From an optimization exercise on the open Yosys and OpenROAD flow, aimed at small area; shortcuts taken in it are not production practice. In this exercise RTL edits were held to simulation tests only and were not proved equivalent to the original. Power is estimated from default activity; no workload was simulated.

File: flow/config.mk
export PLATFORM = sky130hd
export DESIGN_NAME = SDRAM_arbit
export DESIGN_NICKNAME = SDRAM_arbit
export VERILOG_FILES = /design/flow/design.v
export SDC_FILE = /design/flow/constraint.sdc
export NUM_CORES = 4
export LEC_CHECK = 0
export CAP_MARGIN = 20
export CORE_MARGIN = 2
export CORE_UTILIZATION = 40
export SLEW_MARGIN = 20
File: flow/constraint.sdc
create_clock -name core_clock -period 10.0 [get_ports {sysclk_100M}]
set_input_delay 2.0000 -clock core_clock [delete_from_list [all_inputs] [get_ports {sysclk_100M}]]
set_output_delay 2.0000 -clock core_clock [all_outputs]
set_load 0.01 [all_outputs]
File: flow/design.v
module SDRAM_arbit(
    input                   sysclk_100M         ,
    input                   rst_n               ,
    output                  CKE                 ,
    output                  cs_n                ,
    output  reg             ras_n               ,
    output  reg             cas_n               ,
    output  reg             we_n                ,
    output          [12:0]  addr                ,
    output          [ 1:0]  ba                  ,
    output          [ 1:0]  dqm                 ,
    output                  dq_oe               ,   
    input                   write_trig          ,   
    output  reg             write_data_vld      ,   
    input                   read_trig           ,
    output  reg             read_data_vld       ,   
    output  reg             write_end
);
localparam  RW      = 10                        ;    
localparam  [RW-1:0] ROW_LAST = 938 - 1;    
localparam  [6:0]    COL_LAST = (256 >> 2) - 1;  
localparam  [2:0]   A_INIT  = 3'b000 ,
                    A_ARB   = 3'b001 ,
                    A_REF   = 3'b010 ,
                    A_W0    = 3'b100 ,    
                    A_W1    = 3'b101 ,
                    A_R0    = 3'b110 ,    
                    A_R1    = 3'b111 ;
reg     [ 2:0]  ast         ;
reg             wr_flag     ;    
wire    a_init  = (ast == A_INIT)               ;
wire    a_arb   = (ast == A_ARB)                ;
wire    a_ref   = (ast == A_REF)                ;
wire    a_wr    = ast[2] & ~ast[1]              ;
wire    a_rd    = ast[2] &  ast[1]              ;
wire    ack_w   = (ast == A_W0)                 ;
wire    ack_r   = (ast == A_R0)                 ;
localparam  [14:0]  PWR_END = 15'd20000 ;    
localparam  [ 9:0]  REF_SAT = 10'd781   ;    
reg     [ 9:0]  cnt         ;
wire    ref_req     = &(cnt | ~REF_SAT);
wire    [ 9:0]  c_cy        = {c_cy[8:0] & cnt[8:0], ~ref_req};    
always @(posedge sysclk_100M) begin
    if (rst_n == 1'b0)
        cnt <= 10'd0;
    else if (a_arb & ref_req)
        cnt <= 10'd0;
    else
        cnt <= cnt ^ c_cy;
end
localparam  [2:0]   W_IDLE  = 3'd0 ,
                    W_REQ0  = 3'd1 ,
                    W_REQ1  = 3'd2 ,
                    W_ACT0  = 3'd3 ,
                    W_ACT1  = 3'd4 ,
                    W_WR    = 3'd5 ,
                    W_PRE   = 3'd6 ;
reg     [ 2:0]  wst         ;
reg             w_pc        ;    
reg             w_pe        ;    
reg     [ 8:0]  w_al        ;    
reg     [RW-1:0] w_rowl     ;    
reg             w_bank      ;    
wire    w_row_last = &(w_rowl | ~ROW_LAST);
wire    w_col_last = (w_al[8:2] == COL_LAST);
wire    w_req   = (wst == W_REQ1) | ((wst == W_ACT0) & ~w_pc);
wire    w_b3    = write_data_vld & (w_al[1:0] == 2'd2);      
wire    w_rowend = w_b3 & (w_al[8:2] == 7'h7f);
wire    w_wrapc = w_b3 & w_col_last & w_row_last;            
wire    w_wrapd = (w_al[1:0] == 2'd3) & w_col_last & w_row_last;    
wire    [RW+8:0]    w_cnt   = {w_rowl, w_al};
wire    [RW+8:0]    w_cy    = {w_cy[RW+7:0] & w_cnt[RW+7:0], write_data_vld | a_init};
wire    [14:0]  icnt    = {w_rowl[5:0], w_al};
wire    c_hi        = &(icnt | ~PWR_END);                        
wire    init_last   = a_init & c_hi & w_al[3] & w_al[1] & w_al[0];  
always @(posedge sysclk_100M) begin
    if (rst_n == 1'b0)
        wst <= W_IDLE;
    else case (wst)
        W_IDLE: if (write_trig) wst <= W_REQ0;
        W_REQ0: wst <= W_REQ1;
        W_REQ1: if (ack_w) wst <= W_ACT0;
        W_ACT0: wst <= W_ACT1;
        W_ACT1: wst <= W_WR;
        W_WR:   if (w_b3 & (ref_req | write_end | w_rowend)) wst <= W_PRE;
        W_PRE:  if (w_pc) begin
                    if (write_end)      wst <= W_IDLE;
                    else if (ref_req)   wst <= W_REQ0;
                    else                wst <= W_ACT0;
                end
        default: wst <= W_IDLE;
    endcase
end
always @(posedge sysclk_100M) begin
    if (rst_n == 1'b0) begin
        w_pc            <= 1'b0;
        w_pe            <= 1'b0;
        write_data_vld  <= 1'b0;
        write_end       <= 1'b0;
        w_al            <= 9'd0;
        w_rowl          <= {RW{1'b0}};
        w_bank          <= 1'b0;
    end else begin
        w_pc            <= (wst == W_PRE);
        w_pe            <= w_pc;
        write_data_vld  <= (wst == W_WR);
        if (write_data_vld & (w_al[1:0] == 2'd1) & (w_al[7:2] == 6'h3f))
            write_end   <= 1'b1;
        else if (wst == W_ACT0 || wst == W_ACT1)
            write_end   <= 1'b0;
        if (w_wrapd | init_last)
            {w_rowl, w_al}  <= {(RW+9){1'b0}};
        else
            {w_rowl, w_al}  <= {w_rowl, w_al} ^ w_cy;
        if (w_wrapc)
            w_bank      <= ~w_bank;
    end
end
localparam  [3:0]   R_IDLE  = 4'd0 ,
                    R_REQ0  = 4'd1 ,
                    R_REQ1  = 4'd2 ,
                    R_ACT0  = 4'd3 ,
                    R_ACT1  = 4'd4 ,
                    R_PRE   = 4'd5 ;
reg     [ 3:0]  rst         ;
reg             r_pc        ;
reg             r_pe        ;
reg             read_end    ;
reg             r_p7        ;    
reg     [ 6:0]  r_col       ;
reg     [RW-1:0] r_row      ;
reg             r_bank      ;    
wire    r_rd    = rst[3];
wire    r_row_last = &(r_row | ~ROW_LAST);
wire    r_col_last = (r_col == COL_LAST);
wire    r_req   = (rst == R_REQ1) | ((rst == R_ACT0) & ~r_pc);
wire    r_c7    = (rst == 4'b1111);
wire    r_rowend = (r_col == 7'h7f);
wire    [RW+6:0]    r_cnt   = {r_row, r_col};
wire    [RW+6:0]    r_cy    = {r_cy[RW+5:0] & r_cnt[RW+5:0], r_p7};      
always @(posedge sysclk_100M) begin
    if (rst_n == 1'b0)
        rst <= R_IDLE;
    else if (r_rd) begin
        if (rst[2:0] != 3'd7 || !(read_end | ref_req | r_rowend))
            rst <= {1'b1, rst[2:0] + 3'd1};
        else
            rst <= R_PRE;
    end else case (rst)
        R_IDLE: if (read_trig) rst <= R_REQ0;
        R_REQ0: rst <= R_REQ1;
        R_REQ1: if (ack_r) rst <= R_ACT0;
        R_ACT0: rst <= R_ACT1;
        R_ACT1: rst <= 4'b1000;
        R_PRE:  if (r_pc) begin
                    if (read_end)       rst <= R_IDLE;
                    else if (ref_req)   rst <= R_REQ0;
                    else                rst <= R_ACT0;
                end
        default: rst <= R_IDLE;
    endcase
end
always @(posedge sysclk_100M) begin
    if (rst_n == 1'b0) begin
        r_pc            <= 1'b0;
        r_pe            <= 1'b0;
        read_end        <= 1'b1;
        r_p7            <= 1'b0;
        r_col           <= 7'd0;
        r_row           <= {RW{1'b0}};
        r_bank          <= 1'b0;
    end else begin
        r_pc            <= (rst == R_PRE);
        r_pe            <= r_pc;
        r_p7            <= r_c7;
        if (rst == 4'b1110 && r_col[5:0] == 6'h3f)
            read_end    <= 1'b1;
        else if (rst == R_ACT0 || rst == R_ACT1)
            read_end    <= 1'b0;
        if (r_p7 & r_col_last & r_row_last)
            {r_row, r_col}  <= {(RW+7){1'b0}};
        else
            {r_row, r_col}  <= {r_row, r_col} ^ r_cy;
        if (r_c7 & r_col_last & r_row_last)
            r_bank      <= ~w_bank;
    end
end
always @(posedge sysclk_100M)
    read_data_vld <= r_rd & rst[2];
wire    both    = w_req & r_req & write_end & read_end;
wire    go_w    = both ? ~wr_flag : (w_req & read_end);
wire    go_r    = both ?  wr_flag : (r_req & write_end);
always @(posedge sysclk_100M) begin
    if (rst_n == 1'b0)
        ast <= A_INIT;
    else case (ast)
        A_INIT: if (init_last) ast <= A_ARB;
        A_ARB:  if (ref_req)    ast <= A_REF;
                else if (go_w)  ast <= A_W0;
                else if (go_r)  ast <= A_R0;
        A_REF:  if (cnt[2:0] == 3'd7) ast <= A_ARB;
        A_W0:   ast <= A_W1;
        A_W1:   if (w_pe & (ref_req | write_end)) ast <= A_ARB;
        A_R0:   ast <= A_R1;
        A_R1:   if (r_pe & (ref_req | read_end)) ast <= A_ARB;
        default: ast <= A_INIT;
    endcase
end
always @(posedge sysclk_100M) begin
    if (a_init | a_rd)
        wr_flag <= 1'b0;
    else if (a_wr)
        wr_flag <= 1'b1;
end
wire        w_is_row = (wst == W_ACT1) | ((wst == W_WR) & ~write_data_vld);
wire        r_is_row = (rst == R_ACT1) | ((rst == 4'b1000) & ~r_p7);
wire        r_is_col = (r_rd & (rst[2:0] != 3'd0)) | r_p7;
wire    i_pre   = a_init & c_hi & (w_al[3:0] == 4'd2);     
wire    i_ref   = a_init & c_hi & (w_al[3:0] == 4'd4);     
wire    i_mrs   = init_last;                                
wire    f_ref   = a_ref & (cnt[2:0] == 3'd1);
wire    c_act   = (a_wr & (wst == W_ACT1)) | (a_rd & (rst == R_ACT1));
wire    c_pre   = (a_wr & (wst == W_PRE) & w_pc) | (a_rd & (rst == R_PRE) & r_pc) | i_pre;
wire    c_wr    = a_wr & write_data_vld & (w_al[1:0] == 2'd0);
wire    c_rd    = a_rd & (rst == 4'b1001);
wire    c_ref   = i_ref | f_ref;
wire    s_wrow  = a_wr & w_is_row;
wire    s_wcol  = a_wr & ~w_is_row;
wire    s_rrow  = a_rd & r_is_row;
wire    s_rcol  = a_rd & ~r_is_row & r_is_col;
wire    s_a10   = (a_rd & ~r_is_row & ~r_is_col) | (a_init & ~init_last);
reg     [10:0]  addr_q  ;
reg             ba_q    ;
always @(posedge sysclk_100M) begin
    ras_n   <= ~(c_act | c_pre | c_ref | i_mrs);
    cas_n   <= ~(c_wr | c_rd | c_ref | i_mrs);
    we_n    <= ~(c_wr | c_pre | i_mrs);
    if (~a_arb) begin
        addr_q  <= ({11{s_wrow}} & {{(11-RW){1'b0}}, w_rowl}) |
                   ({11{s_wcol}} & {2'b00, w_al}) |
                   ({11{s_rrow}} & {{(11-RW){1'b0}}, r_row}) |
                   ({11{s_rcol}} & {2'b00, r_col, 2'b00}) |
                   {s_a10, 4'b0000, i_mrs, i_mrs, 2'b00, i_mrs, 1'b0};
        ba_q    <= (a_wr & w_bank) | (a_rd & r_bank);
    end
end
assign  addr    = {2'b00, addr_q};
assign  ba      = {ba_q, 1'b0};
assign  cs_n    = 1'b0;
assign  CKE     = 1'b1;
assign  dqm     = 2'b00;
assign  dq_oe   = a_wr;
endmodule
File: flow/run.sh
#!/bin/bash
# synth_recipe.tcl (not shown) runs the flow's synth.tcl, then flattens the netlist and writes it again
# the make line also repeats each setting of config.mk as NAME=value (left out here)
make -C /OpenROAD-flow-scripts/flow DESIGN_CONFIG=/design/flow/config.mk WORK_HOME=/design/flow/orfs CLKGATE_MAP_FILE= SYNTH_SCRIPT=/design/flow/synth_recipe.tcl finish
==> Flow_metrics.wiki, run 1 <==
{| class="wikitable"
! Metric !! Value
|-
| Post-CTS Resized || 0
|-
| Cell type of the slowest stage on the worst timing path || dfxtp_1
|-
| Type of the most critical hold path || reg2reg
|-
| Clock root buffer || clkbuf_8
|-
| Yosys warning count || 1
|-
| Synth Instances || 413
|-
| Final count of pins violating max slew || 0
|-
| Hold Fails Final Rpt || 0
|-
| Number of enable flip-flop cells after synthesis || 12
|-
| Avg Synthesized Cell Area || 10.2 um2
|-
| Slew margin rel. || 0.357
|-
| Met3 wirelength from detailed routing || 252 um
|-
| Unrepaired setup endpoints after global routing || no
|-
| Number of buffers between clock root and the deepest sink || 2
|-
| VDD IR max || 87.1 uV
|-
| DP Wirelength || 6060 um
|-
| Dominant cell by count in the synthesized netlist || dfxtp_1
|-
| Upper clock frequency limit || 207 MHz
|-
| Clock Sinks || 83
|-
| Top metal layer carrying routed signals || met4
|-
| Power per cell area || 169 nW/um2
|-
| Ratio of routed vias to standard cells || 5.25
|-
| First-pass GRT wire length || 13,700 um
|-
| DRT iter0 DRCs || 127
|-
| Critical Path Start Type || register
|-
| Synth async-reset ratio || 0
|-
| DRC violation count after routing || 0
|-
| Pin slew with the least headroom to its limit || 0.965 ns
|-
| TritonRoute pass-1 iters || 4
|-
| Via count of the first global-routing pass || 2,774
|-
| Fraction of layout instances using a drive strength above 1 || 0.0862
|-
| Overall die width || 107 um
|-
| Cell type with the highest occurrence count on the critical path || ha_1
|-
| Total routed wire length on the met1 layer || 4080 um
|-
| Core occupancy in the finished layout || 0.450
|-
| Leakage || 2.05 nW
|-
| Total global routing track utilization || 0.157
|-
| Main synth FF type || dfxtp_1
|-
| Sequential-to-total area share from yosys stat || 0.424
|-
| Top post-synthesis cells by count || 71 x dfxtp_1, 49 x ha_1, 41 x and2_1, 26 x nor2_1, 20 x nand2_1
|-
| Max Cap Violations || 0
|-
| Area enclosed by the die boundary || 11,400 um2
|-
| Hold_buf cts || 0
|-
| Signal arrival time at the worst endpoint || 5.08 ns
|-
| Final critical delay including setup and external delays || 4.83 ns
|-
| Post-synthesis instance area || 4210 um2
|-
| Fin Setup TNS || 0 ns
|-
| Largest net degree at the start of global routing || 22
|-
| Critical Path Max Stage Delay || 0.79 ns
|-
| Final critical-path share of the clock period || 0.483
|-
| Least setup slack across all paths after layout || 5.17 ns
|-
| Post-route antenna net violation count || 0
|-
| Count of boundary I/O pins || 30
|-
| Top area cells in the synthesized netlist || dfxtp_1 34%, ha_1 15%, edfxtp_1 8.6%
|-
| Later-pin clock latency in the skew report || 0.36 ns
|-
| Routed length per instance || 14.9 um
|-
| Wirelength, routed || 8420 um
|-
| Core ar. || 10,300 um2
|-
| Post-route clock skew || 0.0106 ns
|-
| CTS buffer count || 9
|-
| Clock transition at the register clock pins on the worst setup and hold paths after CTS || 0.09 ns
|-
| CTS HTree Levels || 3
|-
| Met2 wirelength from detailed routing || 3940 um
|-
| Vias || 2,964
|-
| Std cell rows || 37
|-
| Port Buffers || 22
|-
| Worst path required time || 10.26 ns
|-
| Final global-route overflow total || 0
|-
| Nets || 477
|-
| Syn-to-layout area delta || 9.93%
|-
| Number of diodes added for antenna fixing || 0
|-
| Type of the setup path with the least slack || reg2reg
|-
| Global placer's final weighted congestion || 0.863
|-
| Area share of the largest cell type after synthesis || 0.338
|-
| Starting density of the core || 0.409
|-
| CTS tree || done
|-
| Largest fanout of any net on the critical path || 21
|-
| Type of destination of the critical path || register
|-
| Die Y-Extent || 107 um
|-
| Cells traversed along the worst timing path || nor3_2, or2_2, ha_1, ha_1, ha_1, ha_1, ha_1, ha_1, ha_1, ha_1, ha_1, ha_1, ha_1, ha_1, ha_1, ha_1, ha_1, ha_1, ha_1, ha_1, xor2_1, and2_1
|-
| Cell type contributing the most total cell area after synthesis || dfxtp_1
|-
| Post CTS Setup Buffer Count || 0
|-
| Pre-CTS setup slack || 5.17 ns
|-
| Number of antenna violations at the first check in global routing || 0
|-
| Status || no timing/DRC/antenna violations
|-
| Number of failing setup endpoints in the final timing report || 0
|-
| Number of register bits inferred by synthesis || 83
|-
| Number of distinct library cell variants in the gate-level netlist after synthesis || 68
|}
==> per-stage QoR <==
| stage | hold WS, ns | total power, mW | cells | instance area, um2 |
|---|---|---|---|---|
| floorplan | 0.458 | 0.525 | 418 | 4230 |
| finish | 0.503 | 0.783 | 565 | 4620 |
| global route | 0.537 | 0.828 | 565 | 4620 |
| global placement | 0.475 | 0.569 | 549 | 4450 |
| detailed placement | 0.496 | 0.571 | 549 | 4450 |
| CTS | 0.509 | 0.791 | 565 | 4620 |
==> where the power goes <==
group          switching, mW  internal, mW  total (mW)
Sequential            0.0387         0.366       0.405
Combinational         0.0821        0.0770       0.159
Clock                  0.126        0.0929       0.219
==> sequential cells by signal, indices dropped and copies added, names as in the netlist, 3 cells and up <==
name	count
ast	3
wst	3
r_row	10
w_rowl	10
cnt	10
addr_q	11
w_al	9
rst	4
r_col	7
==> worst max-delay path: cells and delay by family (launching register included) <==
| family | cells | cell delay, ns |
|---|---|---|
| xor+xnor | 1 | 0.13 |
| fa+ha+maj | 18 | 3.23 |
| simple gates | 3 | 0.59 |
| flops | 1 | 0.79 |
==> logic make-up after synthesis <==
| logic type | count (synthesis) | share of synthesized area |
|---|---|---|
| flip-flops | 83 | 0.424 |
| buffers and inverters | 40 | 0.0515 |
| other | 2 | 0.00179 |
| XOR/XNOR | 4 | 0.00833 |
| AND/OR/NAND/NOR | 155 | 0.215 |
| adder cells (fa/ha/maj) | 49 | 0.146 |
| multiplexers | 15 | 0.0360 |
| AO/OA/AOI/OAI | 65 | 0.118 |
==> area by class of cell <==
type,count,area (um2)
fillers,1019,5650
multi-input cells,295,2230
flip-flops and latches,83,1780
repair buffers,22,220
well taps,136,170
clock buffers,10,128
clock inverters,6,48.8
inverters,13,48.8
==> path summary, 6_finish.rpt <==
| kind | start | to | slack, ns | cells past startpoint |
|---|---|---|---|---|
| worst max-delay path | ast[1] | w_rowl[9] | 5.17 | 22 |
| worst max register to register | ast[1] | w_rowl[9] | 5.17 | 22 |
| worst min register to register | wr_flag | wr_flag | 0.50 | 2 |
| worst min-delay path | wr_flag | wr_flag | 0.50 | 2 |
==> routing by layer <==
metal,global-route usage,vias up
met4,0.0742,0
li1,-,1488
met2,0.242,54
met3,0.0288,14
met5,0,-
met1,0.211,1408
==> placed cells by master (no fill, tap or decap), types with 8 or more instances in the layout <==
cell and count:
a21oi_1 11, and2_1 41, and2_4 9, clkbuf_8 9, clkdlybuf4s50_1 22, dfxtp_1 71, edfxtp_1 12, ha_1 49
inv_1 13, mux2i_1 14, nand2_1 20, nand3_1 8, nor2_1 26, nor3_1 9, o21ai_0 8
==> run 2, diff against run 1 <==
--- a/flow/design.v
+++ b/flow/design.v
@@ -36,18 +36,25 @@
 wire    ack_w   = (ast == A_W0)                 ;
 wire    ack_r   = (ast == A_R0)                 ;
 localparam  [14:0]  PWR_END = 15'd20000 ;    
-localparam  [ 9:0]  REF_SAT = 10'd781   ;    
+localparam  [ 9:0]  S780    = 10'b0011010100;
+localparam  [ 9:0]  M780    = 10'b1101101110;
 reg     [ 9:0]  cnt         ;
-wire    ref_req     = &(cnt | ~REF_SAT);
-wire    [ 9:0]  c_cy        = {c_cy[8:0] & cnt[8:0], ~ref_req};    
-always @(posedge sysclk_100M) begin
-    if (rst_n == 1'b0)
-        cnt <= 10'd0;
-    else if (a_arb & ref_req)
-        cnt <= 10'd0;
-    else
-        cnt <= cnt ^ c_cy;
-end
+reg             ref_req     ;
+always @(posedge sysclk_100M) begin
+    if (rst_n == 1'b0) begin
+        cnt     <= 10'd0;
+        ref_req <= 1'b0;
+    end else if (a_arb & ref_req) begin
+        cnt     <= 10'd0;
+        ref_req <= 1'b0;
+    end else begin
+        cnt     <= {cnt[8:0], ~(cnt[9] ^ cnt[6])};
+        if ((cnt & M780) == (S780 & M780))
+            ref_req <= 1'b1;
+    end
+end
+wire    ref_cmd     = cnt[0] & ~cnt[1];      
+wire    ref_last    = cnt[6];                
 localparam  [2:0]   W_IDLE  = 3'd0 ,
                     W_REQ0  = 3'd1 ,
                     W_REQ1  = 3'd2 ,
@@ -126,7 +133,6 @@
 reg             r_pc        ;
 reg             r_pe        ;
 reg             read_end    ;
-reg             r_p7        ;    
 reg     [ 6:0]  r_col       ;
 reg     [RW-1:0] r_row      ;
 reg             r_bank      ;    
@@ -135,6 +141,7 @@
 wire    r_col_last = (r_col == COL_LAST);
 wire    r_req   = (rst == R_REQ1) | ((rst == R_ACT0) & ~r_pc);
 wire    r_c7    = (rst == 4'b1111);
+wire    r_p7    = ((rst == 4'b1000) & read_data_vld) | ((rst == R_PRE) & ~r_pc);
 wire    r_rowend = (r_col == 7'h7f);
 wire    [RW+6:0]    r_cnt   = {r_row, r_col};
 wire    [RW+6:0]    r_cy    = {r_cy[RW+5:0] & r_cnt[RW+5:0], r_p7};      
@@ -165,14 +172,12 @@
         r_pc            <= 1'b0;
         r_pe            <= 1'b0;
         read_end        <= 1'b1;
-        r_p7            <= 1'b0;
         r_col           <= 7'd0;
         r_row           <= {RW{1'b0}};
         r_bank          <= 1'b0;
     end else begin
         r_pc            <= (rst == R_PRE);
         r_pe            <= r_pc;
-        r_p7            <= r_c7;
         if (rst == 4'b1110 && r_col[5:0] == 6'h3f)
             read_end    <= 1'b1;
         else if (rst == R_ACT0 || rst == R_ACT1)
@@ -198,7 +203,7 @@
         A_ARB:  if (ref_req)    ast <= A_REF;
                 else if (go_w)  ast <= A_W0;
                 else if (go_r)  ast <= A_R0;
-        A_REF:  if (cnt[2:0] == 3'd7) ast <= A_ARB;
+        A_REF:  if (ref_last) ast <= A_ARB;
         A_W0:   ast <= A_W1;
         A_W1:   if (w_pe & (ref_req | write_end)) ast <= A_ARB;
         A_R0:   ast <= A_R1;
@@ -218,7 +223,7 @@
 wire    i_pre   = a_init & c_hi & (w_al[3:0] == 4'd2);     
 wire    i_ref   = a_init & c_hi & (w_al[3:0] == 4'd4);     
 wire    i_mrs   = init_last;                                
-wire    f_ref   = a_ref & (cnt[2:0] == 3'd1);
+wire    f_ref   = a_ref & ref_cmd;
 wire    c_act   = (a_wr & (wst == W_ACT1)) | (a_rd & (rst == R_ACT1));
 wire    c_pre   = (a_wr & (wst == W_PRE) & w_pc) | (a_rd & (rst == R_PRE) & r_pc) | i_pre;
 wire    c_wr    = a_wr & write_data_vld & (w_al[1:0] == 2'd0);
==> flow/flow/run.sh (new file) <==
#!/bin/bash
cp standard.sh standard_sh_copy.log
export BUFFER_PORTS_ARGS="-buffer_cell sky130_fd_sc_hd__buf_1"
export CTS_ARGS="-sink_clustering_enable -repair_clock_nets -dont_use_dummy_load -buf_list sky130_fd_sc_hd__clkbuf_4 -root_buf sky130_fd_sc_hd__clkbuf_8 -sink_clustering_size 10"
bash standard.sh > standard.log 2>&1
==> flow/standard.sh (new file) <==
#!/bin/bash
# synth_recipe.tcl (not shown) runs the flow's synth.tcl, then flattens the netlist and writes it again
# the make line also repeats each setting of config.mk as NAME=value (left out here)
make -C /OpenROAD-flow-scripts/flow DESIGN_CONFIG=/design/flow/config.mk WORK_HOME=/design/flow/orfs CLKGATE_MAP_FILE= SYNTH_SCRIPT=/design/flow/synth_recipe.tcl "${@:-finish}"
removed: flow/run.sh
==> Flow_metrics.wiki, run 2 <==
{| class="wikitable"
! Metric !! Value
|-
| Core ar. || 9680 um2 (was 10,300 um2)
|-
| Die Y-Extent || 103 um (was 107 um)
|-
| Type of destination of the critical path || register (unchanged)
|-
| Count of boundary I/O pins || 30 (unchanged)
|-
| Avg Synthesized Cell Area || 9.96 um2 (was 10.2 um2)
|-
| Post-synthesis instance area || 3940 um2 (was 4210 um2)
|-
| Total global routing track utilization || 0.164 (was 0.157)
|-
| Routed length per instance || 14.9 um (about the same)
|-
| Cell type with the highest occurrence count on the critical path || ha_1 (unchanged)
|-
| Non-filler instance count after layout || 540 (was 565)
|-
| Power per cell area || 193 nW/um2 (was 169 nW/um2)
|-
| Max reg flops || 11 (unchanged)
|-
| CTS buffer count || 9 (unchanged)
|-
| Hold_buf cts || 0 (unchanged)
|-
| Final critical delay including setup and external delays || 4.61 ns (was 4.83 ns)
|-
| Number of register bits inferred by synthesis || 83 (unchanged)
|-
| Max Cap Violations || 0 (unchanged)
|-
| Power dissipated by switching net loads || 267 uW (was 247 uW)
|-
| Met3 capacity usage during global routing || 0.0437 (was 0.0288)
|-
| Placed Cells || 531 (was 549)
|-
| Largest Register || addr_q (unchanged)
|-
| Share of power burned in combinational logic || 0.233 (was 0.203)
|-
| Cell type of the slowest stage on the worst timing path || dfxtp_1 (unchanged)
|-
| Number of failing setup endpoints in the final timing report || 0 (unchanged)
|-
| Worst hold path cell count || 1 (was 2)
|-
| Synth async-reset ratio || 0 (unchanged)
|-
| Final count of pins violating max slew || 0 (unchanged)
|-
| Final global-route overflow total || 0 (unchanged)
|-
| Synth Instances || 396 (was 413)
|-
| Slew margin rel. || 0.502 (was 0.357)
|-
| Final critical-path share of the clock period || 0.461 (was 0.483)
|-
| Type of the most critical hold path || reg2reg (unchanged)
|-
| Multi-input combinational cell area || 2000 um2 (was 2230 um2)
|-
| Syn-to-layout area delta || 6.51% (was 9.93%)
|-
| Number of distinct library cell variants in the gate-level netlist after synthesis || 57 (was 68)
|-
| Worst reg-to-reg path cell count || 22 (unchanged)
|-
| Post-route clock skew || 0.0336 ns (was 0.0106 ns)
|-
| Cells traversed along the worst timing path || nor3_2, or2_2, ha_1, ha_1, ha_1, ha_1, ha_1, ha_1, ha_1, ha_1, ha_1, ha_1, ha_1, ha_1, ha_1, ha_1, ha_1, ha_1, ha_1, ha_1, xor2_1, and2_1 (unchanged)
|-
| Most frequent standard cell in the layout excluding fill and tap cells || dfxtp_1 (unchanged)
|-
| DRC violation count after routing || 0 (unchanged)
|-
| Area share of the largest cell type after synthesis || 0.361 (was 0.338)
|-
| Relative contribution of the clock network to total power || 0.229 (was 0.280)
|-
| Number of antenna violations at the first check in global routing || 0 (unchanged)
|-
| CTS tree || done (unchanged)
|-
| Clock transition at the register clock pins on the worst setup and hold paths after CTS || 0.10 ns (was 0.09 ns)
|-
| Filler cells || 961 (was 1,019)
|-
| Signal arrival time at the worst endpoint || 4.88 ns (was 5.08 ns)
|-
| Std cell rows || 36 (was 37)
|-
| Ratio of routed vias to standard cells || 5.33 (was 5.25)
|-
| Leakage || 1.80 nW (was 2.05 nW)
|-
| Post-route antenna net violation count || 0 (unchanged)
|-
| Area used by sequential logic in the layout || 1780 um2 (unchanged)
|-
| Nets || 453 (was 477)
|-
| Pin slew with the least headroom to its limit || 0.747 ns (was 0.965 ns)
|-
| Post-CTS Resized || 0 (unchanged)
|-
| VDD IR max || 66.2 uV (was 87.1 uV)
|-
| Vias || 2,879 (was 2,964)
|-
| Met2 Track Usage GR || 0.237 (was 0.242)
|-
| Starting density of the core || 0.407 (was 0.409)
|-
| Dominant cell by count in the synthesized netlist || dfxtp_1 (unchanged)
|-
| Top post-synthesis cells by count || 71 x dfxtp_1, 49 x and2_1, 40 x ha_1, 23 x nor2_1, 19 x nand2_1 (was 71 x dfxtp_1, 49 x ha_1, 41 x and2_1, 26 x nor2_1, 20 x nand2_1)
|-
| Number of enable flip-flop cells after synthesis || 12 (unchanged)
|-
| Area enclosed by the die boundary || 10,700 um2 (was 11,400 um2)
|-
| Internal cell power || 545 uW (was 536 uW)
|-
| Later-pin clock latency in the skew report || 0.36 ns (about the same)
|-
| Met1 layer usage reported by global route || 0.238 (was 0.211)
|-
| First-pass GRT wire length || 13,500 um (was 13,700 um)
|-
| Clock root buffer || clkbuf_8 (unchanged)
|-
| Highest-count cells in the layout ignoring fill and taps || 71 x dfxtp_1, 49 x and2_1, 40 x ha_1 (was 71 x dfxtp_1, 49 x ha_1, 41 x and2_1)
|-
| Via count of the first global-routing pass || 2,699 (was 2,774)
|-
| Largest fanout of any net on the critical path || 14 (was 21)
|-
| Cell type contributing the most total cell area after synthesis || dfxtp_1 (unchanged)
|-
| Critical Path Start Type || register (unchanged)
|-
| Status || no timing/DRC/antenna violations (unchanged)
|-
| Fraction of power spent switching nets || 0.329 (was 0.315)
|-
| Type of the setup path with the least slack || reg2reg (unchanged)
|-
| Worst path required time || 10.26 ns (about the same)
|-
| Hold Fails Final Rpt || 0 (unchanged)
|-
| Layer with the highest usage after global routing || met1 (was met2)
|-
| Main synth FF type || dfxtp_1 (unchanged)
|-
| Part of the power in registers || 0.538 (was 0.517)
|-
| Global placer's final weighted congestion || 0.874 (was 0.863)
|-
| Port Buffers || 22 (unchanged)
|-
| Sequential-to-total area share from yosys stat || 0.452 (was 0.424)
|-
| Wirelength, routed || 8050 um (was 8420 um)
|-
| TritonRoute pass-1 iters || 5 (was 4)
|-
| DRT iter0 DRCs || 197 (was 127)
|-
| Fin Setup TNS || 0 ns (unchanged)
|-
| Largest net degree at the start of global routing || 20 (was 22)
|-
| Yosys warning count || 1 (unchanged)
|-
| DP Wirelength || 5740 um (was 6060 um)
|-
| Post CTS Setup Buffer Count || 0 (unchanged)
|-
| Number of buffers between clock root and the deepest sink || 2 (unchanged)
|-
| Upper clock frequency limit || 217 MHz (was 207 MHz)
|-
| Unrepaired setup endpoints after global routing || no (unchanged)
|-
| CTS HTree Levels || 3 (unchanged)
|-
| Overall die width || 103 um (was 107 um)
|-
| Number of diodes added for antenna fixing || 0 (unchanged)
|-
| Fraction of layout instances using a drive strength above 1 || 0.0467 (was 0.0862)
|-
| Critical Path Max Stage Delay || 0.59 ns (was 0.79 ns)
|-
| Top area cells in the synthesized netlist || dfxtp_1 36%, ha_1 13%, edfxtp_1 9.1% (was dfxtp_1 34%, ha_1 15%, edfxtp_1 8.6%)
|-
| Clock Sinks || 83 (unchanged)
|}
[run 2: cell count changes after synthesis, sizes merged, moves of 4 or more]
cell    before  now
mux2i       14    4
clkbuf       4   10
o21ai        9   15
buf         23   15
a22o         2    6
ha          49   40
[run 2: power groups by stage]
| stage | clock, mW | combinational, mW | sequential [mW] |
|---|---|---|---|
| 3_3_place_gp | 0 | 0.186 | 0.443 |
| 6_report | 0.186 | 0.189 | 0.437 |
| 4_1_cts | 0.192 | 0.188 | 0.437 |
| 3_5_place_dp | 0 | 0.187 | 0.445 |
| 2_1_floorplan | 0 | 0.155 | 0.429 |
| 5_1_grt | 0.208 | 0.215 | 0.447 |
[run 2: layout make-up]
type                    instances  area share
multi-input cells             280       0.475
inverters                      13      0.0116
flip-flops and latches         83       0.424
repair buffers                 22      0.0197
well taps                     133      0.0396
clock buffers                   9      0.0295
[run 2: path summary, 6_finish.rpt]
kind / startpoint / slack, ns / endpoint
worst max-delay path: ast[0] / 5.39 / w_rowl[9]
worst min-delay path: cnt[4] / 0.43 / cnt[5]
worst max register to register: ast[0] / 5.39 / w_rowl[9]
worst min register to register: cnt[4] / 0.43 / cnt[5]
[run 2: kinds of logic (layout without fill, tap and decap cells)]
group | count (synthesis) | after routing | synth area share
and+or+nand+nor | 149 | 149 | 0.213
DFF | 83 | 83 | 0.452
AOI/OAI and AO/OA | 76 | 76 | 0.141
adders and majority gates | 40 | 40 | 0.127
buffers and inverters | 38 | 44 | 0.0467
xor gates and xnor gates | 4 | 4 | 0.00889
muxes | 4 | 4 | 0.0102
other | 2 | 7 | 0.00190
[run 2: metal layers]
layer,wire length [um],vias to the layer above
li1,-,1422
met1,4110,1371
met2,3530,70
met3,243,16
met4,161,0
met5,0,-
[run 2: through the flow]
step | setup WS [ns] | hold WS (ns) | power [mW] | utilization | instance area [um2]
2_1_floorplan | 5.82 | 0.406 | 0.584 | - | 3960
3_3_place_gp | 5.48 | 0.408 | 0.629 | 0.421 | 4080
3_5_place_dp | 5.37 | 0.416 | 0.632 | 0.421 | 4080
4_1_cts | 5.38 | 0.439 | 0.818 | 0.434 | 4200
5_1_grt | 5.10 | 0.454 | 0.870 | 0.434 | 4200
6_report | 5.39 | 0.434 | 0.812 | 0.434 | 4200
[run 2: worst max-delay path, delay by kind of cell, from the launching register on]
kind / cells / cell delay, ns
adder cells (fa/ha/maj): 18 / 3.21
flip-flops: 1 / 0.59
AND/OR/NAND/NOR: 3 / 0.59
XOR/XNOR: 1 / 0.13
==> run 3, diff against run 2 <==
==> flow/flow/run.sh (replaced) <==
#!/bin/bash
cp standard.sh standard_sh_copy.log
export BUFFER_PORTS_ARGS="-buffer_cell sky130_fd_sc_hd__buf_1"
export CTS_ARGS="-sink_clustering_enable -repair_clock_nets -dont_use_dummy_load -buf_list sky130_fd_sc_hd__clkbuf_4 -root_buf sky130_fd_sc_hd__clkbuf_8 -tree_buf sky130_fd_sc_hd__clkbuf_4 -sink_clustering_buffer sky130_fd_sc_hd__clkbuf_4 -sink_clustering_size 10"
bash standard.sh > standard.log 2>&1
==> Flow_metrics.wiki, run 3 <==
{| class="wikitable"
! Metric !! Value
|-
| Status || no timing/DRC/antenna violations (unchanged)
|-
| Overall die width || 103 um (unchanged)
|-
| Number of buffers between clock root and the deepest sink || 2 (unchanged)
|-
| First-pass GRT wire length || 13,500 um (unchanged)
|-
| Yosys warning count || 1 (unchanged)
|-
| TritonRoute pass-1 iters || 5 (unchanged)
|-
| Most frequent standard cell in the layout excluding fill and tap cells || dfxtp_1 (unchanged)
|-
| Highest-count cells in the layout ignoring fill and taps || 71 x dfxtp_1, 49 x and2_1, 40 x ha_1 (unchanged)
|-
| Syn-to-layout area delta || 6.51% (unchanged)
|-
| Worst path required time || 10.26 ns (about the same)
|-
| Fin Setup TNS || 0 ns (unchanged)
|-
| CTS buffer count || 9 (unchanged)
|-
| Routed length per instance || 14.9 um (unchanged)
|-
| Number of diodes added for antenna fixing || 0 (unchanged)
|-
| Synth Instances || 396 (unchanged)
|-
| Starting density of the core || 0.407 (unchanged)
|-
| Max reg flops || 11 (unchanged)
|-
| CTS HTree Levels || 3 (unchanged)
|-
| Critical Path Start Type || register (unchanged)
|-
| Fraction of layout instances using a drive strength above 1 || 0.0467 (unchanged)
|-
| Area enclosed by the die boundary || 10,700 um2 (unchanged)
|-
| Post-synthesis instance area || 3940 um2 (unchanged)
|-
| Final global-route overflow total || 0 (unchanged)
|-
| Largest fanout of any net on the critical path || 14 (unchanged)
|-
| Number of antenna violations at the first check in global routing || 0 (unchanged)
|-
| Top post-synthesis cells by count || 71 x dfxtp_1, 49 x and2_1, 40 x ha_1, 23 x nor2_1, 19 x nand2_1 (unchanged)
|-
| Post CTS Setup Buffer Count || 0 (unchanged)
|-
| VDD IR max || 66.2 uV (unchanged)
|-
| Number of failing setup endpoints in the final timing report || 0 (unchanged)
|-
| Vias || 2,879 (unchanged)
|-
| Number of enable flip-flop cells after synthesis || 12 (unchanged)
|-
| Clock transition at the register clock pins on the worst setup and hold paths after CTS || 0.10 ns (about the same)
|-
| Core ar. || 9680 um2 (unchanged)
|-
| Global placer's final weighted congestion || 0.874 (unchanged)
|-
| Hold_buf cts || 0 (unchanged)
|-
| Main synth FF type || dfxtp_1 (unchanged)
|-
| Type of the most critical hold path || reg2reg (unchanged)
|-
| Pin slew with the least headroom to its limit || 0.747 ns (unchanged)
|-
| DP Wirelength || 5740 um (unchanged)
|-
| Final count of pins violating max slew || 0 (unchanged)
|-
| Clock Sinks || 83 (unchanged)
|-
| Area share of the largest cell type after synthesis || 0.361 (unchanged)
|-
| Type of the setup path with the least slack || reg2reg (unchanged)
|-
| Leakage || 1.80 nW (unchanged)
|-
| Power per cell area || 193 nW/um2 (unchanged)
|-
| Filler cells || 961 (unchanged)
|-
| DRC violation count after routing || 0 (unchanged)
|-
| Least setup slack across all paths after layout || 5.39 ns (unchanged)
|-
| Signal arrival time at the worst endpoint || 4.88 ns (about the same)
|-
| Final critical-path share of the clock period || 0.461 (unchanged)
|-
| Synth async-reset ratio || 0 (unchanged)
|-
| Final critical delay including setup and external delays || 4.61 ns (unchanged)
|-
| Cell type contributing the most total cell area after synthesis || dfxtp_1 (unchanged)
|-
| Port Buffers || 22 (unchanged)
|-
| Via count of the first global-routing pass || 2,699 (unchanged)
|-
| Top area cells in the synthesized netlist || dfxtp_1 36%, ha_1 13%, edfxtp_1 9.1% (unchanged)
|-
| Die Y-Extent || 103 um (unchanged)
|-
| Unrepaired setup endpoints after global routing || no (unchanged)
|-
| Number of register bits inferred by synthesis || 83 (unchanged)
|-
| Pre-CTS setup slack || 5.37 ns (unchanged)
|-
| Number of distinct library cell variants in the gate-level netlist after synthesis || 57 (unchanged)
|-
| Post-CTS Resized || 0 (unchanged)
|-
| Count of boundary I/O pins || 30 (unchanged)
|-
| CTS tree || done (unchanged)
|-
| Avg Synthesized Cell Area || 9.96 um2 (unchanged)
|-
| DRT iter0 DRCs || 197 (unchanged)
|-
| Ratio of routed vias to standard cells || 5.33 (unchanged)
|-
| Nets || 453 (unchanged)
|-
| Sequential-to-total area share from yosys stat || 0.452 (unchanged)
|-
| Largest Register || addr_q (unchanged)
|-
| Largest net degree at the start of global routing || 20 (unchanged)
|-
| Slew margin rel. || 0.502 (unchanged)
|-
| Clock root buffer || clkbuf_8 (unchanged)
|-
| Later-pin clock latency in the skew report || 0.36 ns (about the same)
|-
| Max Cap Violations || 0 (unchanged)
|-
| Std cell rows || 36 (unchanged)
|-
| Post-route clock skew || 0.0336 ns (unchanged)
|-
| Power Total || 812 uW (unchanged)
|-
| Type of destination of the critical path || register (unchanged)
|-
| Post-route antenna net violation count || 0 (unchanged)
|-
| Total global routing track utilization || 0.164 (unchanged)
|-
| Wirelength, routed || 8050 um (unchanged)
|-
| Hold Fails Final Rpt || 0 (unchanged)
|-
| Dominant cell by count in the synthesized netlist || dfxtp_1 (unchanged)
|-
| Upper clock frequency limit || 217 MHz (unchanged)
|}
[run 3: cell counts in the layout (fill, tap and decap cells not counted)]
Identical to the previous run, type by type.
[run 3: path summary, 6_finish.rpt]
| kind | start | end | slack, ns | cells after the start |
|---|---|---|---|---|
| max | ast[0] | w_rowl[9] | 5.39 | 22 |
| min | cnt[4] | cnt[5] | 0.43 | 1 |
| max reg2reg | ast[0] | w_rowl[9] | 5.39 | 22 |
| min reg2reg | cnt[4] | cnt[5] | 0.43 | 1 |
[run 3: metrics by stage]
step | hold slack, ns | cell area, um2 | utilization | cells
after floorplan | 0.406 | 3960 | - | 401
after global placement | 0.408 | 4080 | 0.421 | 531
after detailed placement | 0.416 | 4080 | 0.421 | 531
after CTS | 0.439 | 4200 | 0.434 | 540
after global routing | 0.454 | 4200 | 0.434 | 540
final | 0.434 | 4200 | 0.434 | 540
[run 3: routing by layer]
layer / global-route usage / vias to the layer above / wire, um
met5: 0 / - / 0
met4: 0.0547 / 0 / 161
met3: 0.0437 / 16 / 243
met2: 0.237 / 70 / 3530
met1: 0.238 / 1371 / 4110
li1: - / 1422 / -
[run 3: area by class of cell]
cell class                      count  area, um2  share of cell area
Tap cell                          133        166              0.0396
Inverter                           13       48.8              0.0116
Timing Repair Buffer               22       82.6              0.0197
Multi-Input combinational cell    280       2000               0.475
Clock buffer                        9        124              0.0295
Sequential cell                    83       1780               0.424
[run 3: report_power, final]
part | internal, mW | switching (mW)
clock | 0.0806 | 0.105
sequential | 0.387 | 0.0500
combinational | 0.0771 | 0.112
[run 3: critical path: stages (launching register included)]
cell and delay (ns):
dfxtp_1 0.59, nor3_2 0.14, or2_2 0.30, ha_1 0.18, ha_1 0.18, ha_1 0.18
ha_1 0.18, ha_1 0.18, ha_1 0.18, ha_1 0.18, ha_1 0.18, ha_1 0.18
ha_1 0.18, ha_1 0.18, ha_1 0.17, ha_1 0.18, ha_1 0.18, ha_1 0.18
ha_1 0.17, ha_1 0.17, ha_1 0.18, xor2_1 0.13, and2_1 0.15
[run 3: logic make-up after synthesis]
group,count (synthesis),share of synthesized area
compound gates,76,0.141
xor+xnor,4,0.00889
fa+ha+maj,40,0.127
buf+inv,38,0.0467
flops,83,0.452
mux,4,0.0102
other cells,2,0.00190
simple gates,149,0.213
==> run 4, diff against run 3 <==
==> flow/run.sh (new file) <==
#!/bin/bash
# synth_recipe.tcl (not shown) runs the flow's synth.tcl, then flattens the netlist and writes it again
# the make line also repeats each setting of config.mk as NAME=value (left out here)
make -C /OpenROAD-flow-scripts/flow DESIGN_CONFIG=/design/flow/config.mk WORK_HOME=/design/flow/orfs CLKGATE_MAP_FILE= SYNTH_SCRIPT=/design/flow/synth_recipe.tcl finish
removed: flow/flow/run.sh
removed: flow/standard.sh
==> Flow_metrics.wiki, run 4 <==
{| class="wikitable"
! Metric !! Value
|-
| CTS buffer count || 9 (unchanged)
|-
| Type of the setup path with the least slack || reg2reg (unchanged)
|-
| Largest family of logic cells by synthesized area || simple AND/OR/NAND/NOR gates (unchanged)
|-
| Nets || 453 (unchanged)
|-
| Final global-route overflow total || 0 (unchanged)
|-
| Wirelength, routed || 8240 um (was 8050 um)
|-
| Power Total || 949 uW (was 812 uW)
|-
| Dominant cell by count in the synthesized netlist || dfxtp_1 (unchanged)
|-
| Area enclosed by the die boundary || 10,700 um2 (unchanged)
|-
| Post CTS Setup Buffer Count || 0 (unchanged)
|-
| Count of boundary I/O pins || 30 (unchanged)
|-
| Via count of the first global-routing pass || 2,819 (was 2,699)
|-
| Unrepaired setup endpoints after global routing || no (unchanged)
|-
| Number of register bits inferred by synthesis || 83 (unchanged)
|-
| Final critical delay including setup and external delays || 4.60 ns (was 4.61 ns)
|-
| Final cell area excluding filler cells || 4460 um2 (was 4200 um2)
|-
| TritonRoute pass-1 iters || 4 (was 5)
|-
| Overall die width || 103 um (unchanged)
|-
| Area share of the largest cell type after synthesis || 0.361 (unchanged)
|-
| Number of antenna violations at the first check in global routing || 0 (unchanged)
|-
| Fraction of layout instances using a drive strength above 1 || 0.0628 (was 0.0467)
|-
| Largest fanout of any net on the critical path || 13 (was 14)
|-
| Type of destination of the critical path || register (unchanged)
|-
| Signal arrival time at the worst endpoint || 4.85 ns (was 4.88 ns)
|-
| Upper clock frequency limit || 218 MHz (was 217 MHz)
|-
| Status || no timing/DRC/antenna violations (unchanged)
|-
| DRC violation count after routing || 0 (unchanged)
|-
| Largest Register || addr_q (unchanged)
|-
| Final critical-path share of the clock period || 0.460 (was 0.461)
|-
| Number of buffers between clock root and the deepest sink || 2 (unchanged)
|-
| Starting density of the core || 0.407 (unchanged)
|-
| Cell type with the highest occurrence count on the critical path || ha_1 (unchanged)
|-
| Post-synthesis instance area || 3940 um2 (unchanged)
|-
| Relative contribution of the clock network to total power || 0.308 (was 0.229)
|-
| Yosys warning count || 1 (unchanged)
|-
| Final count of pins violating max slew || 0 (unchanged)
|-
| Clock Sinks || 83 (unchanged)
|-
| XOR/XNOR share of the synthesized area || 0.00889 (unchanged)
|-
| Power dissipated by switching net loads || 290 uW (was 267 uW)
|-
| Avg Synthesized Cell Area || 9.96 um2 (unchanged)
|-
| Type of the most critical hold path || reg2reg (unchanged)
|-
| Fin Setup TNS || 0 ns (unchanged)
|-
| Max reg flops || 11 (unchanged)
|-
| Die Y-Extent || 103 um (unchanged)
|-
| Simple-gate share of the synthesized area || 0.213 (unchanged)
|-
| Post-CTS Resized || 0 (unchanged)
|-
| Cell Area, Placed || 4210 um2 (was 4080 um2)
|-
| Core ar. || 9680 um2 (unchanged)
|-
| Category of cells accounting for the largest share of critical-path delay || adder cells (unchanged)
|-
| Critical Path Max Stage Delay || 0.60 ns (was 0.59 ns)
|-
| Later-pin clock latency in the skew report || 0.36 ns (about the same)
|-
| Leakage || 1.91 nW (was 1.80 nW)
|-
| VDD IR max || 67.6 uV (was 66.2 uV)
|-
| Hold Fails Final Rpt || 0 (unchanged)
|-
| Cell type contributing the most total cell area after synthesis || dfxtp_1 (unchanged)
|-
| Most frequent standard cell in the layout excluding fill and tap cells || dfxtp_1 (unchanged)
|-
| Ratio of routed vias to standard cells || 5.35 (was 5.33)
|-
| DRT iter0 DRCs || 140 (was 197)
|-
| Number of diodes added for antenna fixing || 0 (unchanged)
|-
| CTS HTree Levels || 3 (unchanged)
|-
| Power per cell area || 213 nW/um2 (was 193 nW/um2)
|-
| First-pass GRT wire length || 13,900 um (was 13,500 um)
|-
| Proportion of synthesized area in mux cells || 0.0102 (unchanged)
|-
| CTS tree || done (unchanged)
|-
| Placed Cells || 531 (unchanged)
|-
| Share of the synthesized area in compound gates (AO/OA/AOI/OAI) || 0.141 (unchanged)
|-
| Critical Path Start Type || register (unchanged)
|-
| Total global routing track utilization || 0.170 (was 0.164)
|-
| Hold_buf cts || 0 (unchanged)
|-
| Slew margin rel. || 0.505 (was 0.502)
|-
| Fraction of power spent switching nets || 0.305 (was 0.329)
|-
| Synth async-reset ratio || 0 (unchanged)
|-
| Vias || 2,928 (was 2,879)
|-
| Cell type of the slowest stage on the worst timing path || dfxtp_1 (unchanged)
|-
| DP Wirelength || 5940 um (was 5740 um)
|-
| Post-route clock skew || 0.0108 ns (was 0.0336 ns)
|-
| Multi-input combinational cell area || 2000 um2 (unchanged)
|-
| Number of failing setup endpoints in the final timing report || 0 (unchanged)
|-
| Post-route antenna net violation count || 0 (unchanged)
|-
| Number of enable flip-flop cells after synthesis || 12 (unchanged)
|-
| Non-filler instance count after layout || 547 (was 540)
|-
| Synth Instances || 396 (unchanged)
|-
| Area used by sequential logic in the layout || 1780 um2 (unchanged)
|-
| Global placer's final weighted congestion || 0.860 (was 0.874)
|-
| Pin slew with the least headroom to its limit || 0.738 ns (was 0.747 ns)
|-
| Share of power burned in combinational logic || 0.231 (was 0.233)
|-
| Routed length per instance || 15.1 um (was 14.9 um)
|-
| Post-synthesis adder-cell area fraction || 0.127 (unchanged)
|-
| Clock root buffer || clkbuf_8 (unchanged)
|-
| Sequential-to-total area share from yosys stat || 0.452 (unchanged)
|-
| Number of distinct library cell variants in the gate-level netlist after synthesis || 57 (unchanged)
|-
| Std cell rows || 36 (unchanged)
|-
| Part of the power in registers || 0.461 (was 0.538)
|-
| Critical path buffer and inverter count || 0 (unchanged)
|-
| Internal cell power || 659 uW (was 545 uW)
|-
| Top area cells in the synthesized netlist || dfxtp_1 36%, ha_1 13%, edfxtp_1 9.1% (unchanged)
|-
| Highest-count cells in the layout ignoring fill and taps || 71 x dfxtp_1, 49 x and2_1, 40 x ha_1 (unchanged)
|-
| Largest net degree at the start of global routing || 20 (unchanged)
|-
| Top post-synthesis cells by count || 71 x dfxtp_1, 49 x and2_1, 40 x ha_1, 23 x nor2_1, 19 x nand2_1 (unchanged)
|-
| Main synth FF type || dfxtp_1 (unchanged)
|-
| Cells traversed along the worst timing path || nor3_2, or2_2, ha_1, ha_1, ha_1, ha_1, ha_1, ha_1, ha_1, ha_1, ha_1, ha_1, ha_1, ha_1, ha_1, ha_1, ha_1, ha_1, ha_1, ha_1, xor2_1, and2_1 (unchanged)
|-
| Filler cells || 922 (was 961)
|-
| Clock transition at the register clock pins on the worst setup and hold paths after CTS || 0.08 ns (was 0.10 ns)
|-
| Syn-to-layout area delta || 13.1% (was 6.51%)
|-
| Port Buffers || 22 (unchanged)
|-
| Worst path required time || 10.26 ns (about the same)
|-
| Max Cap Violations || 0 (unchanged)
|}
## run 4: cell types whose count changed in the layout (fill, tap and decap cells not counted)
cell,previous run,this run
clkdlybuf4s50_1,0,22
buf_1,22,0
bufinv_16,0,3
inv_6,0,1
clkinvlp_4,0,1
clkinv_4,0,2
## run 4: area by class of cell
| cell class | count | share of cell area |
|---|---|---|
| timing repair buffer | 22 | 0.0494 |
| inverter | 13 | 0.0109 |
| clock buffer | 9 | 0.0278 |
| multi-input combinational | 280 | 0.447 |
| sequential | 83 | 0.399 |
| clock inverter | 7 | 0.0278 |
| tap | 133 | 0.0373 |
## run 4: path summary, 6_finish.rpt
check / cells after the start / startpoint / slack, ns / endpoint
hold / removal: 1 / cnt[4] / 0.43 / cnt[5]
hold reg to reg: 1 / cnt[4] / 0.43 / cnt[5]
setup reg to reg: 22 / ast[1] / 5.40 / w_rowl[9]
setup / recovery: 22 / ast[1] / 5.40 / w_rowl[9]
## run 4: worst register-to-register path: stages (launching register included)
cell and delay, ns:
dfxtp_1 0.60, nor3_2 0.13, or2_2 0.30, ha_1 0.18, ha_1 0.18, ha_1 0.18
ha_1 0.18, ha_1 0.18, ha_1 0.18, ha_1 0.17, ha_1 0.17, ha_1 0.17
ha_1 0.18, ha_1 0.17, ha_1 0.17, ha_1 0.18, ha_1 0.17, ha_1 0.17
ha_1 0.18, ha_1 0.18, ha_1 0.18, xor2_1 0.14, and2_1 0.15
## run 4: cell families after synthesis
family,Yosys count
simple gates,149
other cells,2
xor+xnor,4
flops,83
buf+inv,38
mux,4
compound gates,76
fa+ha+maj,40
## run 4: power by group through the flow
stage               logic [mW]  registers (mW)  clock network, mW
CTS                      0.219           0.437              0.302
floorplan                0.155           0.429                  0
detailed placement       0.217           0.445                  0
finish                   0.219           0.438              0.293
global route             0.246           0.447              0.316
global placement         0.214           0.442                  0
## run 4: metrics by stage
step	worst slack, ns	util	hold slack [ns]
final	5.40	0.461	0.432
after global routing	5.12	0.461	0.445
after CTS	5.38	0.461	0.437
after detailed placement	5.40	0.435	0.416
after global placement	5.48	0.435	0.410
after floorplan	5.82	-	0.406
## run 4: per-layer routing
layer  share of wire  GRT usage
met2            0.45      0.261
met3           0.049     0.0491
met4           0.018     0.0729
met5               0          0
met1            0.49      0.225
==> run 5, diff against run 4 <==
==> flow/flow/run.sh (new file) <==
#!/bin/bash
cp standard.sh standard_sh_copy.log
export BUFFER_PORTS_ARGS="-buffer_cell sky130_fd_sc_hd__buf_1"
export CTS_ARGS="-sink_clustering_enable -repair_clock_nets -dont_use_dummy_load -buf_list sky130_fd_sc_hd__clkbuf_8 -root_buf sky130_fd_sc_hd__clkbuf_8"
bash standard.sh > standard.log 2>&1
==> flow/standard.sh (new file) <==
#!/bin/bash
# synth_recipe.tcl (not shown) runs the flow's synth.tcl, then flattens the netlist and writes it again
# the make line also repeats each setting of config.mk as NAME=value (left out here)
make -C /OpenROAD-flow-scripts/flow DESIGN_CONFIG=/design/flow/config.mk WORK_HOME=/design/flow/orfs CLKGATE_MAP_FILE= SYNTH_SCRIPT=/design/flow/synth_recipe.tcl "${@:-finish}"
removed: flow/run.sh
==> Flow_metrics.wiki, run 5 <==
{| class="wikitable"
! Metric !! Value
|-
| Status || no timing/DRC/antenna violations (unchanged)
|-
| Power dissipated by switching net loads || 267 uW (was 290 uW)
|-
| Signal arrival time at the worst endpoint || 4.88 ns (was 4.85 ns)
|-
| Multi-input combinational cell area || 2000 um2 (unchanged)
|-
| Count of boundary I/O pins || 30 (unchanged)
|-
| Clock root buffer || clkbuf_8 (unchanged)
|-
| Largest net degree at the start of global routing || 20 (unchanged)
|-
| Max Cap Violations || 0 (unchanged)
|-
| Number of antenna violations at the first check in global routing || 0 (unchanged)
|-
| Type of destination of the critical path || register (unchanged)
|-
| Part of the power in registers || 0.538 (was 0.461)
|-
| Std cell rows || 36 (unchanged)
|-
| Port Buffers || 22 (unchanged)
|-
| Ratio of routed vias to standard cells || 5.33 (was 5.35)
|-
| Hold_buf cts || 0 (unchanged)
|-
| Pin slew with the least headroom to its limit || 0.747 ns (was 0.738 ns)
|-
| Clock transition at the register clock pins on the worst setup and hold paths after CTS || 0.10 ns (was 0.08 ns)
|-
| Overall die width || 103 um (unchanged)
|-
| Met2 wirelength from detailed routing || 3530 um (was 3670 um)
|-
| Number of diodes added for antenna fixing || 0 (unchanged)
|-
| Cell type with the highest occurrence count on the critical path || ha_1 (unchanged)
|-
| Top area cells in the synthesized netlist || dfxtp_1 36%, ha_1 13%, edfxtp_1 9.1% (unchanged)
|-
| Sequential-to-total area share from yosys stat || 0.452 (unchanged)
|-
| Main synth FF type || dfxtp_1 (unchanged)
|-
| Fraction of layout instances using a drive strength above 1 || 0.0467 (was 0.0628)
|-
| Worst hold slack after final layout || 0.434 ns (was 0.432 ns)
|-
| Vias || 2,879 (was 2,928)
|-
| Post-CTS Resized || 0 (unchanged)
|-
| Met3 wirelength from detailed routing || 243 um (was 402 um)
|-
| Final critical-path share of the clock period || 0.461 (was 0.460)
|-
| Largest fanout of any net on the critical path || 14 (was 13)
|-
| Post-route antenna net violation count || 0 (unchanged)
|-
| Synth async-reset ratio || 0 (unchanged)
|-
| Nets || 453 (unchanged)
|-
| Cells traversed along the worst timing path || nor3_2, or2_2, ha_1, ha_1, ha_1, ha_1, ha_1, ha_1, ha_1, ha_1, ha_1, ha_1, ha_1, ha_1, ha_1, ha_1, ha_1, ha_1, ha_1, ha_1, xor2_1, and2_1 (unchanged)
|-
| Placed Cells || 531 (unchanged)
|-
| Unrepaired setup endpoints after global routing || no (unchanged)
|-
| Total global routing track utilization || 0.164 (was 0.170)
|-
| Category of cells accounting for the largest share of critical-path delay || adder cells (unchanged)
|-
| Die Y-Extent || 103 um (unchanged)
|-
| Number of failing setup endpoints in the final timing report || 0 (unchanged)
|-
| Type of the setup path with the least slack || reg2reg (unchanged)
|-
| Worst path required time || 10.26 ns (about the same)
|-
| Fraction of power spent switching nets || 0.329 (was 0.305)
|-
| Filler cells || 961 (was 922)
|-
| Core occupancy in the finished layout || 0.434 (was 0.461)
|-
| Area used by sequential logic in the layout || 1780 um2 (unchanged)
|-
| Post-route clock skew || 0.0336 ns (was 0.0108 ns)
|-
| Global placer's final weighted congestion || 0.874 (was 0.860)
|-
| Slew margin rel. || 0.502 (was 0.505)
|-
| Cell type contributing the most total cell area after synthesis || dfxtp_1 (unchanged)
|-
| Critical Path Max Stage Delay || 0.59 ns (was 0.60 ns)
|-
| Power per cell area || 193 nW/um2 (was 213 nW/um2)
|-
| Non-filler instance count after layout || 540 (was 547)
|-
| Critical Path Start Type || register (unchanged)
|-
| Number of distinct library cell variants in the gate-level netlist after synthesis || 57 (unchanged)
|-
| VDD IR max || 66.2 uV (was 67.6 uV)
|-
| Wirelength, routed || 8050 um (was 8240 um)
|-
| Core ar. || 9680 um2 (unchanged)
|-
| Area share of the largest cell type after synthesis || 0.361 (unchanged)
|-
| Later-pin clock latency in the skew report || 0.36 ns (about the same)
|-
| Most frequent standard cell in the layout excluding fill and tap cells || dfxtp_1 (unchanged)
|-
| Number of register bits inferred by synthesis || 83 (unchanged)
|-
| Post CTS Setup Buffer Count || 0 (unchanged)
|-
| Routed length per instance || 14.9 um (was 15.1 um)
|-
| Number of enable flip-flop cells after synthesis || 12 (unchanged)
|-
| First-pass GRT wire length || 13,500 um (was 13,900 um)
|-
| Top post-synthesis cells by count || 71 x dfxtp_1, 49 x and2_1, 40 x ha_1, 23 x nor2_1, 19 x nand2_1 (unchanged)
|-
| TritonRoute pass-1 iters || 5 (was 4)
|-
| Max reg flops || 11 (unchanged)
|-
| Via count of the first global-routing pass || 2,699 (was 2,819)
|-
| DRC violation count after routing || 0 (unchanged)
|-
| Top metal layer carrying routed signals || met4 (unchanged)
|-
| Type of the most critical hold path || reg2reg (unchanged)
|-
| Leakage || 1.80 nW (was 1.91 nW)
|-
| Internal cell power || 545 uW (was 659 uW)
|-
| Share of power burned in combinational logic || 0.233 (was 0.231)
|-
| Relative contribution of the clock network to total power || 0.229 (was 0.308)
|-
| Number of buffers between clock root and the deepest sink || 2 (unchanged)
|-
| Final count of pins violating max slew || 0 (unchanged)
|-
| Avg Synthesized Cell Area || 9.96 um2 (unchanged)
|-
| Post-synthesis instance area || 3940 um2 (unchanged)
|-
| Critical path buffer and inverter count || 0 (unchanged)
|-
| Dominant cell by count in the synthesized netlist || dfxtp_1 (unchanged)
|-
| Starting density of the core || 0.407 (unchanged)
|-
| Clock Sinks || 83 (unchanged)
|-
| Synth Instances || 396 (unchanged)
|-
| Fin Setup TNS || 0 ns (unchanged)
|-
| CTS tree || done (unchanged)
|-
| Cell type of the slowest stage on the worst timing path || dfxtp_1 (unchanged)
|-
| Final global-route overflow total || 0 (unchanged)
|-
| Largest Register || addr_q (unchanged)
|-
| Highest-count cells in the layout ignoring fill and taps || 71 x dfxtp_1, 49 x and2_1, 40 x ha_1 (unchanged)
|-
| Final critical delay including setup and external delays || 4.61 ns (was 4.60 ns)
|-
| Area enclosed by the die boundary || 10,700 um2 (unchanged)
|-
| Hold Fails Final Rpt || 0 (unchanged)
|-
| DRT iter0 DRCs || 197 (was 140)
|-
| Syn-to-layout area delta || 6.51% (was 13.1%)
|-
| Yosys warning count || 1 (unchanged)
|-
| Total routed wire length on the met1 layer || 4110 um (was 4010 um)
|-
| DP Wirelength || 5740 um (was 5940 um)
|-
| Upper clock frequency limit || 217 MHz (was 218 MHz)
|-
| CTS HTree Levels || 3 (unchanged)
|-
| CTS buffer count || 9 (unchanged)
|}
-- run 5: final cells by class --
type,instances,share of cell area
multi-input cells,280,0.475
flip-flops and latches,83,0.424
well taps,133,0.0396
clock buffers,9,0.0295
repair buffers,22,0.0197
inverters,13,0.0116
-- run 5: per-stage QoR --
step	area [um2]	setup slack (ns)	total power, mW
after floorplan	3960	5.82	0.584
after global placement	4080	5.48	0.629
after detailed placement	4080	5.37	0.632
after CTS	4200	5.38	0.818
after global routing	4200	5.10	0.870
final	4200	5.39	0.812
-- run 5: power by group through the flow --
stage / Sequential [mW] / Clock (mW) / Combinational, mW
2_1_floorplan: 0.429 / 0 / 0.155
3_3_place_gp: 0.443 / 0 / 0.186
3_5_place_dp: 0.445 / 0 / 0.187
4_1_cts: 0.437 / 0.192 / 0.188
5_1_grt: 0.447 / 0.208 / 0.215
6_report: 0.437 / 0.186 / 0.189
-- run 5: final timing paths --
path	to	start	slack, ns	cells past startpoint
worst max-delay path	w_rowl[9]	ast[0]	5.39	22
worst min-delay path	cnt[5]	cnt[4]	0.43	1
worst max register to register	w_rowl[9]	ast[0]	5.39	22
worst min register to register	cnt[5]	cnt[4]	0.43	1
-- run 5: routing by layer --
layer / track usage / vias to the layer above
met5: 0 / -
met4: 0.0547 / 0
met2: 0.237 / 70
li1: - / 1422
met3: 0.0437 / 16
met1: 0.238 / 1371
-- run 5: kinds of logic (layout without fill, tap and decap cells) --
kind of cell,Yosys count,count (layout),share of synthesized area
AND/OR/NAND/NOR,149,149,0.213
flip-flops,83,83,0.452
AO/OA/AOI/OAI,76,76,0.141
adder cells (fa/ha/maj),40,40,0.127
buffers and inverters,38,44,0.0467
XOR/XNOR,4,4,0.00889
multiplexers,4,4,0.0102
other,2,7,0.00190
==> run 6, diff against run 5 <==
==> flow/flow/run.sh (replaced) <==
#!/bin/bash
cp standard.sh standard_sh_copy.log
export BUFFER_PORTS_ARGS="-buffer_cell sky130_fd_sc_hd__buf_1"
export CTS_ARGS="-sink_clustering_enable -repair_clock_nets -dont_use_dummy_load -buf_list sky130_fd_sc_hd__clkbuf_8 -root_buf sky130_fd_sc_hd__clkbuf_8"
export SKIP_REPAIR_TIE_FANOUT=1
bash standard.sh > standard.log 2>&1
==> Flow_metrics.wiki, run 6 <==
{| class="wikitable"
! Metric !! Value
|-
| Upper clock frequency limit || 215 MHz (was 217 MHz)
|-
| Number of enable flip-flop cells after synthesis || 12 (unchanged)
|-
| Pin slew with the least headroom to its limit || 0.726 ns (was 0.747 ns)
|-
| Global placer's final weighted congestion || 0.897 (was 0.874)
|-
| Std cell rows || 36 (unchanged)
|-
| Final global-route overflow total || 0 (unchanged)
|-
| Critical Path Start Type || register (unchanged)
|-
| Slew margin rel. || 0.516 (was 0.502)
|-
| Wirelength, routed || 8050 um (about the same)
|-
| Max Cap Violations || 0 (unchanged)
|-
| Layer with the highest usage after global routing || met2 (was met1)
|-
| Top post-synthesis cells by count || 71 x dfxtp_1, 49 x and2_1, 40 x ha_1, 23 x nor2_1, 19 x nand2_1 (unchanged)
|-
| Final critical delay including setup and external delays || 4.64 ns (was 4.61 ns)
|-
| Largest Register || addr_q (unchanged)
|-
| Worst path required time || 10.26 ns (about the same)
|-
| Type of destination of the critical path || register (unchanged)
|-
| Type of the setup path with the least slack || reg2reg (unchanged)
|-
| Post-route antenna net violation count || 0 (unchanged)
|-
| VDD IR max || 67.0 uV (was 66.2 uV)
|-
| Largest fanout of any net on the critical path || 13 (was 14)
|-
| TritonRoute pass-1 iters || 4 (was 5)
|-
| Final count of pins violating max slew || 0 (unchanged)
|-
| Via count of the first global-routing pass || 2,663 (was 2,699)
|-
| Number of buffers between clock root and the deepest sink || 2 (unchanged)
|-
| Die Y-Extent || 103 um (unchanged)
|-
| Total global routing track utilization || 0.169 (was 0.164)
|-
| Leakage || 1.79 nW (was 1.80 nW)
|-
| Non-filler instance count after layout || 535 (was 540)
|-
| Category of cells accounting for the largest share of critical-path delay || adder cells (unchanged)
|-
| Hold_buf cts || 0 (unchanged)
|-
| Met1 layer usage reported by global route || 0.242 (was 0.238)
|-
| Area enclosed by the die boundary || 10,700 um2 (unchanged)
|-
| Vias || 2,835 (was 2,879)
|-
| Top area cells in the synthesized netlist || dfxtp_1 36%, ha_1 13%, edfxtp_1 9.1% (unchanged)
|-
| Cells traversed along the worst timing path || nor3_2, or2_2, ha_1, ha_1, ha_1, ha_1, ha_1, ha_1, ha_1, ha_1, ha_1, ha_1, ha_1, ha_1, ha_1, ha_1, ha_1, ha_1, ha_1, ha_1, xor2_1, and2_1 (unchanged)
|-
| Syn-to-layout area delta || 6.03% (was 6.51%)
|-
| Post-route clock skew || 0.0382 ns (was 0.0336 ns)
|-
| Min-Delay Startpoint || cnt[4] (unchanged)
|-
| Number of register bits inferred by synthesis || 83 (unchanged)
|-
| Max reg flops || 11 (unchanged)
|-
| Routed length per instance || 15.1 um (was 14.9 um)
|-
| Met2 Track Usage GR || 0.244 (was 0.237)
|-
| Signal arrival time at the worst endpoint || 4.90 ns (was 4.88 ns)
|-
| Port Buffers || 22 (unchanged)
|-
| Status || no timing/DRC/antenna violations (unchanged)
|-
| Count of boundary I/O pins || 30 (unchanged)
|-
| DRT iter0 DRCs || 252 (was 197)
|-
| Overall die width || 103 um (unchanged)
|-
| Most frequent standard cell in the layout excluding fill and tap cells || dfxtp_1 (unchanged)
|}
[run 6: cell count changes in the layout (fill, tap and decap cells not counted)]
cell / delta
conb_1: -5
[run 6: report_power, final]
part           switching [mW]  internal, mW
clock                   0.104        0.0804
sequential             0.0495         0.387
combinational           0.112        0.0769
total                   0.266         0.544
[run 6: area by class of cell]
cell class / instances / area [um2] / share of cell area
Inverter: 13 / 48.8 / 0.0117
Tap cell: 133 / 166 / 0.0398
Sequential cell: 83 / 1780 / 0.426
Timing Repair Buffer: 22 / 82.6 / 0.0198
Multi-Input combinational cell: 275 / 1980 / 0.473
Clock buffer: 9 / 124 / 0.0296
[run 6: path summary, 6_finish.rpt]
path,to,slack (ns),cells after the start
max,w_rowl[9],5.36,22
min,cnt[5],0.43,1
max reg2reg,w_rowl[9],5.36,22
min reg2reg,cnt[5],0.43,1
[run 6: metal layers]
layer  part of all wire  routed length (um)
met3              0.055                 443
met5                  0                   0
met2               0.43                3450
met1               0.49                3960
met4              0.025                 199
[run 6: cell families after synthesis]
family          count (synthesis)  synth area share
flops                          83             0.452
mux                             4            0.0102
compound gates                 76             0.141
fa+ha+maj                      40             0.127
buf+inv                        38            0.0467
other cells                     2           0.00190
xor+xnor                        4           0.00889
simple gates                  149             0.213
[run 6: metrics by stage]
stage	hold WS [ns]	util	power [mW]	setup slack [ns]	cell area, um2
floorplan	0.406	-	0.584	5.82	3940
global placement	0.410	0.419	0.627	5.47	4060
detailed placement	0.417	0.419	0.630	5.37	4060
CTS	0.439	0.432	0.814	5.35	4180
global route	0.466	0.432	0.869	5.08	4180
finish	0.433	0.432	0.810	5.36	4180

[what the ideal ports hide]
The flow's constraints put no driver on any port. The routed layouts listed below were extracted and timed again, unchanged, in two steps.
Step 1: set_driving_cell puts a clkbuf_16 on sysclk_100M and a buf_2 on each other input, an assumption about the parent block.
Step 2 also shifts input and output timing later by t, the mid clock arrival at the registers, as if the neighbouring blocks saw the same clock.
a / b / c = ideal / step 1 / step 2; a / b = the first two.
| run | t, ns | setup slack, ns |
|---|---|---|
| run 1 | 0.387 | 5.173 / 5.173 / 5.173 |
| run 2 | 0.378 | 5.388 / 5.388 / 5.388 |
| run 3 | 0.378 | 5.388 / 5.388 / 5.388 |
| run 4 | 0.391 | 5.404 / 5.404 / 5.404 |
| run 5 | 0.378 | 5.388 / 5.388 / 5.388 |
| run 6 | 0.379 | 5.358 / 5.358 / 5.358 |
After both steps setup and hold are still met in every run listed.
